What follows belongs to an exercise in optimizing a design on an open flow for small area; a production flow would make more cautious choices. Function was checked by simulation only, so behaviour that the tests miss may differ from the original. No activity file was given, so power comes from the tool's default toggle rates.

--- flow/design.v ---
`timescale 1ns / 1ps
module alu #
(
     parameter DATA_WIDTH = 8,
     parameter ADDR_WIDTH = 4
)
(
     input [DATA_WIDTH-1:0]a_in_temp,
     input [DATA_WIDTH-1:0]b_in_temp,
     input ena, enb,
     input [ADDR_WIDTH-1:0]opcode_temp,
     output [DATA_WIDTH-1:0]data_out_temp,
     output carry_out_temp
);
 wire [3:0] op = opcode_temp;
 reg asel, bsel, yinv, cin, ce, lp, lg;
 always @(*) begin
   case (op)
     4'd0:  {asel,bsel,yinv,cin,ce,lp,lg} = 7'b1000110;
     4'd1:  {asel,bsel,yinv,cin,ce,lp,lg} = 7'b1100110;
     4'd2:  {asel,bsel,yinv,cin,ce,lp,lg} = 7'b1101110;
     4'd3:  {asel,bsel,yinv,cin,ce,lp,lg} = 7'b1111110;
     4'd4:  {asel,bsel,yinv,cin,ce,lp,lg} = 7'b1110110;
     4'd5:  {asel,bsel,yinv,cin,ce,lp,lg} = 7'b1001110;
     4'd6:  {asel,bsel,yinv,cin,ce,lp,lg} = 7'b1010110;
     4'd7:  {asel,bsel,yinv,cin,ce,lp,lg} = 7'b0100110;
     4'd8:  {asel,bsel,yinv,cin,ce,lp,lg} = 7'b1100011;
     4'd9:  {asel,bsel,yinv,cin,ce,lp,lg} = 7'b1100010;
     4'd10: {asel,bsel,yinv,cin,ce,lp,lg} = 7'b1100001;
     4'd11: {asel,bsel,yinv,cin,ce,lp,lg} = 7'b1010010;
     default: {asel,bsel,yinv,cin,ce,lp,lg} = 7'b0000000;
   endcase
 end
 wire [DATA_WIDTH-1:0] a = a_in_temp & {DATA_WIDTH{asel & ena}};
 wire [DATA_WIDTH-1:0] y = (b_in_temp & {DATA_WIDTH{bsel & enb}}) ^ {DATA_WIDTH{yinv}};
 wire [DATA_WIDTH-1:0] p = a ^ y;
 wire [DATA_WIDTH-1:0] g = a & y;
 wire [DATA_WIDTH:0] c;
 assign c[0] = cin;
 genvar k;
 generate
   for (k = 0; k < DATA_WIDTH; k = k + 1) begin : chain
     assign c[k+1] = ce & (g[k] | (p[k] & c[k]));
   end
 endgenerate
 assign data_out_temp = ((p & {DATA_WIDTH{lp}}) | (g & {DATA_WIDTH{lg}})) ^ c[DATA_WIDTH-1:0];
 assign carry_out_temp = c[DATA_WIDTH] ^ yinv;
endmodule
`timescale 1ns / 1ps
module memory #
(
 parameter DATA_WIDTH = 8,
 parameter ADDR_WIDTH = 4
)
(
 input clk,
 input CS,wr_en,
 input [DATA_WIDTH-1:0] data_in,
 input [ADDR_WIDTH-1:0] addr_in,
 input [ADDR_WIDTH-1:0] rot,
 output reg [DATA_WIDTH-1:0] temp_reg,
 output rd
);
 wire wr = CS & wr_en;
 assign rd = CS & ~wr_en;
 wire [ADDR_WIDTH-1:0] pos = addr_in + rot;
 reg [16*DATA_WIDTH-1:0] ring;
 wire [DATA_WIDTH-1:0] m [0:15];
 wire [15:0] sel;
 genvar w;
 generate
   for (w = 0; w < 16; w = w + 1) begin : word
     localparam integer PREV = (w + 15) % 16;
     assign sel[w] = (pos == w);
     assign m[w] = ring[w*DATA_WIDTH +: DATA_WIDTH];
     always @(posedge clk)
       ring[w*DATA_WIDTH +: DATA_WIDTH] <= (wr & sel[PREV])
         ? (data_in ^ {DATA_WIDTH{w[0]}})
         : ~ring[PREV*DATA_WIDTH +: DATA_WIDTH];
   end
 endgenerate
 reg [DATA_WIDTH-1:0] r_even, r_odd;
 integer i;
 always @(*) begin
   r_even = {DATA_WIDTH{1'b0}};
   r_odd = {DATA_WIDTH{1'b0}};
   for (i = 0; i < 16; i = i + 2) begin
     r_even = r_even | ({DATA_WIDTH{sel[i]}} & m[i]);
     r_odd = r_odd | ({DATA_WIDTH{sel[i+1]}} & m[i+1]);
   end
 end
 always @(posedge clk)
   if (rd)
     temp_reg <= pos[0] ? ~r_odd : r_even;
endmodule
`timescale 1ns / 1ps
module top #
(
 parameter DATA_WIDTH = 8,
 parameter ADDR_WIDTH = 4
)
(
 input clk,
 input reset_n,
 input [ADDR_WIDTH-1:0]opcode_in,
 input CS_0,CS_1,
 input wr_en_0,wr_en_1,
 input [ADDR_WIDTH-1:0]addr_in_0,addr_in_1,
 input [DATA_WIDTH-1:0]a_in,
 input [DATA_WIDTH-1:0]b_in,
 output reg carry_out,
 output reg [DATA_WIDTH-1:0]result_out
);
 wire [DATA_WIDTH-1:0]data_out_0,data_out_1;
 wire rd_0, rd_1;
 wire [DATA_WIDTH-1:0]data_out_temp;
 wire carry_out_temp;
 reg [ADDR_WIDTH-1:0]opcode_temp;
 reg [ADDR_WIDTH-1:0] rot;
 always @(posedge clk)
   rot <= rot + 1'b1;
 memory ram_0(
     .clk(clk),
     .CS(CS_0),
     .wr_en(wr_en_0),
     .data_in(a_in),
     .addr_in(addr_in_0),
     .rot(rot),
     .temp_reg(data_out_0),
     .rd(rd_0)
);
 memory ram_1(
     .clk(clk),
     .CS(CS_1),
     .wr_en(wr_en_1),
     .data_in(b_in),
     .addr_in(addr_in_1),
     .rot(rot),
     .temp_reg(data_out_1),
     .rd(rd_1)
);
 always@(posedge clk,negedge reset_n)
 begin
    if(!reset_n)
        opcode_temp <= 4'd0;
    else
        opcode_temp <= opcode_in;
 end
 alu alu0(
     .a_in_temp(data_out_0),
     .b_in_temp(data_out_1),
     .ena(rd_0),
     .enb(rd_1),
     .opcode_temp(opcode_temp),
     .data_out_temp(data_out_temp),
     .carry_out_temp(carry_out_temp)
);
always@(posedge clk,negedge reset_n)
 begin
    if(!reset_n)
        {carry_out,result_out} <= 0;
    else
        {carry_out,result_out} <= {carry_out_temp,data_out_temp};
 end
endmodule
--- flow/flow/run.sh ---
#!/bin/bash
# Own layout flow: the standard ORFS flow (standard.sh) with
#  - no timing-driven global placement, timing repair aiming 0.2 ns above zero slack,
#  - synthesis through synth_own.tcl (standard synthesis, own two-pass ABC mapping),
#  - port buffers of buf_2 instead of the resizer's default pick,
#  - clock tree of clkbuf_4 leaf clusters of up to 10 sinks, without dummy loads.
# All tool output goes to standard.log here; ORFS keeps its per-step logs in orfs/logs.
set -euo pipefail
F=$PWD/flow
bash standard.sh \
  SYNTH_SCRIPT=$F/synth_own.tcl \
  CORE_UTILIZATION=60 GPL_TIMING_DRIVEN=0 \
  CAP_MARGIN=0 SLEW_MARGIN=0 SETUP_SLACK_MARGIN=0.2 \
  "BUFFER_PORTS_ARGS=-buffer_cell sky130_fd_sc_hd__buf_2" \
  "CTS_ARGS=-sink_clustering_enable -repair_clock_nets -dont_use_dummy_load -buf_list sky130_fd_sc_hd__clkbuf_4 -sink_clustering_size 10 -sink_clustering_max_diameter 40" \
  finish > standard.log 2>&1
--- flow/flow/abc_own.script ---
&get -n
&st
&dch -f
&nf -R 2000 -C 32
&put
--- flow/flow/abc_ring.script ---
strash
dch -f
amap
--- flow/flow/synth_own.tcl ---
set own_dir [file dirname [file normalize [info script]]]
proc synth {args} { yosys synth -nofsm -noshare {*}$args }
proc abc {args} {
  global own_dir
  set i [lsearch -exact $args -script]
  if { $i < 0 } { yosys abc {*}$args; return }
  set ring_args $args
  lset ring_args [expr {$i + 1}] [file join $own_dir abc_ring.script]
  yosys select -set ringcone {*}[list c:*ring* {%ci1:+[D]} %ci1 %ci2]
  yosys select {*}[list @ringcone {t:$_MUX_} {t:$_NOT_} {t:$_NMUX_} %u %u %i]
  yosys select -count %
  yosys abc {*}$ring_args
  yosys select -clear
  lset args [expr {$i + 1}] [file join $own_dir abc_own.script]
  yosys abc {*}$args
}
source $::env(SCRIPTS_DIR)/synth.tcl
# left out here: clear keep_hierarchy, flatten, clean up, hide names made inside functions, write 1_2_yosys.v
--- flow/standard.sh ---
#!/bin/bash
# synth_recipe.tcl (not shown) runs the flow's synth.tcl, then flattens the netlist and writes it again
# the make line also repeats each setting of config.mk as NAME=value (left out here)
make -C /OpenROAD-flow-scripts/flow DESIGN_CONFIG=/design/flow/config.mk WORK_HOME=/design/flow/orfs CLKGATE_MAP_FILE= SYNTH_SCRIPT=/design/flow/synth_recipe.tcl "${@:-finish}"
--- flow/config.mk ---
export PLATFORM = sky130hd
export DESIGN_NAME = top
export DESIGN_NICKNAME = top
export VERILOG_FILES = /design/flow/design.v
export SDC_FILE = /design/flow/constraint.sdc
export NUM_CORES = 4
export LEC_CHECK = 0
export CAP_MARGIN = 20
export CORE_MARGIN = 2
export CORE_UTILIZATION = 40
export SLEW_MARGIN = 20
--- flow/constraint.sdc ---
create_clock -name core_clock -period 3.8 [get_ports {clk}]
set_input_delay 0.7600 -clock core_clock [delete_from_list [all_inputs] [get_ports {clk}]]
set_output_delay 0.7600 -clock core_clock [all_outputs]
set_load 0.01 [all_outputs]
==> flow_metrics.env <==
export IMPL_status="complete, no violations"
export IMPL_slew_viol_final=0
export IMPL_max_cap_violations=0
export IMPL_via_per_inst=7.162
export IMPL_p_leak_nw=4.215
export IMPL_dieArea_sq_mm=0.01810
export IMPL_syn_area_per_cell_sq_um=10.55
export IMPL_synth_seq_cells=289
export IMPL_cts_htree_levels=2
export IMPL_initial_utilization=0.6143
export IMPL_drive_gt1_frac=0.1122
export IMPL_grt_max_degree=18
export IMPL_cts_tree="yes"
export IMPL_p_total_mw=6.476
export IMPL_fillers=1363
export IMPL_cp_max_fo=9
export IMPL_synth_xor_area_frac=0.01713
export IMPL_synth_warnings=3
export IMPL_drt_pass1_iter_count=9
export IMPL_dpl_worst_slack_ns=-0.5205
export IMPL_synth_edf_count=16
export IMPL_die_w_microns=134.5
export IMPL_max_freq_mhz=285.0
export IMPL_cts_root_buf="clkbuf_4"
export IMPL_num_nets_final=1120
export IMPL_critical_path_class="reg -> reg"
export IMPL_seq_area_frac_synth=0.5879
export IMPL_antenna_found_initial=1
export IMPL_clock_latency_ns=0.67
export IMPL_num_rows=47
export IMPL_rsz0062_at_grt="yes"
export IMPL_timing_final_crit_period_ns=3.509
export IMPL_holdPathEnd="opcode_temp[1]$_DFF_PN0_"
export IMPL_place_detailed_hpwl_mm=23.28
export IMPL_synth_top_area_frac=0.5091
export IMPL_powerDensity_mw_per_mm2=577.2
export IMPL_final_util=0.6742
export IMPL_globalRoute_totalOverflow=0
export IMPL_yosysMostFrequentCell="dfxtp_1"
export IMPL_clock_sinks=289
export IMPL_end_kind="flip-flop"
export IMPL_synth_area_leaders="dfxtp_1 51%, o22ai_1 16%, a222oi_1 6.1%"
export IMPL_yosysTopAreaCell="dfxtp_1"
export IMPL_grt_usage=0.3539
export IMPL_vdd_drop_max_mv=0.4894
export IMPL_final_period_utilization=0.9235
export IMPL_crit_required_ns=4.15
export IMPL_io_buffers=42
export IMPL_hold_path_class="in -> reg"
export IMPL_synth_nets=1026
export IMPL_grt_pass1_vias=8395
export IMPL_worst_slew_pin_slew_ns=1.263
export IMPL_ant_nets=0
export IMPL_cts_inserted_buffers=39
export IMPL_grt_pass1_wl_mm=48.89
export IMPL_synthMuxAreaShare=0.0009791
export IMPL_boundaryPins=43
export IMPL_synthAdderAreaFrac=0.02962
export IMPL_synthCells=969
export IMPL_setup_violations_final=0
export IMPL_clk_pin_slew_ns=0.11
export IMPL_die_height_microns=134.5
export IMPL_yosys_cell_types_count=28
export IMPL_critical_path_startpoint_type="flip-flop"
export IMPL_synth_top_family_by_area="compound AO/OA/AOI/OAI gates"
export IMPL_largest_registers="ram_0.ring (128), ram_1.ring (128)"
export IMPL_timing_rr_end="ram_1.temp_reg[7]$_DFFE_PN_"
export IMPL_finalWorstSetupSlack_ns=0.2907
export IMPL_hold_depth=1
export IMPL_synth_common_cells="260 x dfxtp_1, 256 x o22ai_1, 73 x nand2_1"
export IMPL_synthArstFlopShare=0.04498
export IMPL_wl_per_cell_microns=25.27
export IMPL_r2r_start="rot[0]$_DFF_P_"
export IMPL_ff2ff_path_depth=9
export IMPL_drt_first_iter_violations=1851
export IMPL_core_sq_mm=0.01664
export IMPL_vias=9182
export IMPL_rrSetupSlack_ns=0.29
export IMPL_area_growth_pct=9.742
export IMPL_synth_compound_area_share=0.2631
export IMPL_syn_area_sq_mm=0.01022
export IMPL_final_setup_skew_ns=0.05826
export IMPL_hold_violations=0
export IMPL_drc=0
export IMPL_setup_tns_ns=0
export IMPL_place_congestion=0.9947
export IMPL_cts_buffer_depth=3
export IMPL_cp_arrival_ns=3.86
export IMPL_synth_simple_gate_area_frac=0.07625
export IMPL_slew_headroom=0.1514
export IMPL_ys_flop_type="dfxtp_1"
export IMPL_drt_total_wl_mm=32.40
export IMPL_min_from="opcode_in[1]"
metrics by stage:
step	std cells	hold WS, ns	area, sq um
final	1282	0.2325	11220
after global routing	1282	0.2160	11220
after CTS	1276	0.2115	11130
after detailed placement	1233	0.4215	10760
after global placement	1231	0.4143	10740
after floorplan	969	0.3961	10250
what timing repair did:
action	in CTS	in global routing
hold buffers	1	0
pin swaps	0	4
gates cloned	0	0
buffers inserted	3	5
endpoints found under the setup margin	29	65
hold endpoints to repair	8	0
resized for setup	10	16
final cells by class:
class                   instances  area (sq um)  share of cell area
inverters                      68         255.2             0.02275
repair buffers                 53         295.3             0.02632
well taps                     220         275.3             0.02453
multi-input cells             612          4086              0.3642
clock buffers                  39         292.8             0.02610
diodes                          1         2.502           0.0002230
flip-flops and latches        289          6012              0.5359
cells in the final DEF, fill, tap and decap left out, types with 2 or more instances in the layout:
cell type and count:
dfxtp_1 260, o22ai_1 256, nand2_1 73, clkinv_1 66, a222oi_1 62, buf_2 42, clkbuf_4 39, a21oi_1 25
nor2_1 25, ha_1 21, nand3_1 19, o21ai_0 17, edfxtp_1 16, nand4_1 14, xor2_1 13, dfrtp_1 12
nor3_2 11, buf_4 10, a221oi_1 8, a22oi_1 8, and3_1 8, nand2b_1 7, a21o_1 7, xnor2_1 7
a31oi_1 5, nor2_2 4, o21ai_1 3, inv_2 2, or3_1 2, and2_0 2, nor3_1 2, nor4_2 2
a21oi_2 2, fa_1 2
worst max-delay path by stage:
stage                                         from                           to  slack [ns]  depth (start not counted)
after floorplan                               CS_1          carry_out$_DFF_PN0_        0.21                         18
after global placement                addr_in_1[0]       ram_1.ring[45]$_DFF_P_       -0.85                          8
after detailed placement              addr_in_1[0]       ram_1.ring[35]$_DFF_P_       -0.52                          7
after CTS                 opcode_temp[1]$_DFF_PN0_          carry_out$_DFF_PN0_        0.18                         19
after global routing      opcode_temp[0]$_DFF_PN0_          carry_out$_DFF_PN0_        0.08                         19
final                               rot[0]$_DFF_P_  ram_1.temp_reg[7]$_DFFE_PN_        0.29                          9
report_power, final:
part	internal [mW]	switching (mW)	total (mW)	leakage, nW
Clock	0.474	0.968	1.44	0.179
Combinational	0.364	0.464	0.828	1.50
Sequential	3.75	0.457	4.21	2.54
Total	4.59	1.89	6.48	4.22
cell families (layout without fill, tap and decap cells):
family	after synthesis	after routing
AO/OA/AOI/OAI	396	396
flip-flops	289	289
AND/OR/NAND/NOR	172	172
buffers and inverters	68	160
adder cells (fa/ha/maj)	23	23
XOR/XNOR	20	20
multiplexers	1	1
other	0	1
per-layer routing:
metal | wire (microns) | global-route usage | vias to the layer above
met2 | 12890 | 0.4830 | 707
met4 | 738 | 0.09532 | 0
met1 | 13680 | 0.5445 | 4315
met3 | 5091 | 0.1032 | 68
met5 | 0 | 0 | -
li1 | - | - | 4092
critical path, cell delays in order, from the launching register on:
cell and delay (ns):
dfxtp_1 0.38, ha_1 0.24, fa_1 0.81, nand2_1 0.25
nor2_1 0.80, nand2_1 0.10, o21ai_0 0.18, a221oi_1 0.12
nand4_1 0.16, nand4_1 0.18

[re-timing with driven ports]
No port has a modelled driver above. Below, the same layout with a new extraction and two added sets of constraints. Step 1 sets driving cells, clkbuf_16 on the clock port and buf_2 on the other inputs (assumed; they add their load-dependent delay and slew). Step 2, shift: input delay + t, output delay - t, t = (earliest + latest rising clock arrival at the registers) / 2. This alone moves slack from input paths to output paths. Slacks: ideal ports / drivers / drivers and shift; pairs: ideal ports / drivers.
shift t [ns]: 0.678
slack for setup (ns): 0.291 / 0.291 / -0.184
worst data-port slew with drivers (ns): 0.03
Met with ideal ports but missed after step 2: setup timing in this run. For this run, drivers alone change the setup slack by 0.000 ns; drivers and shift together by -0.475 ns.
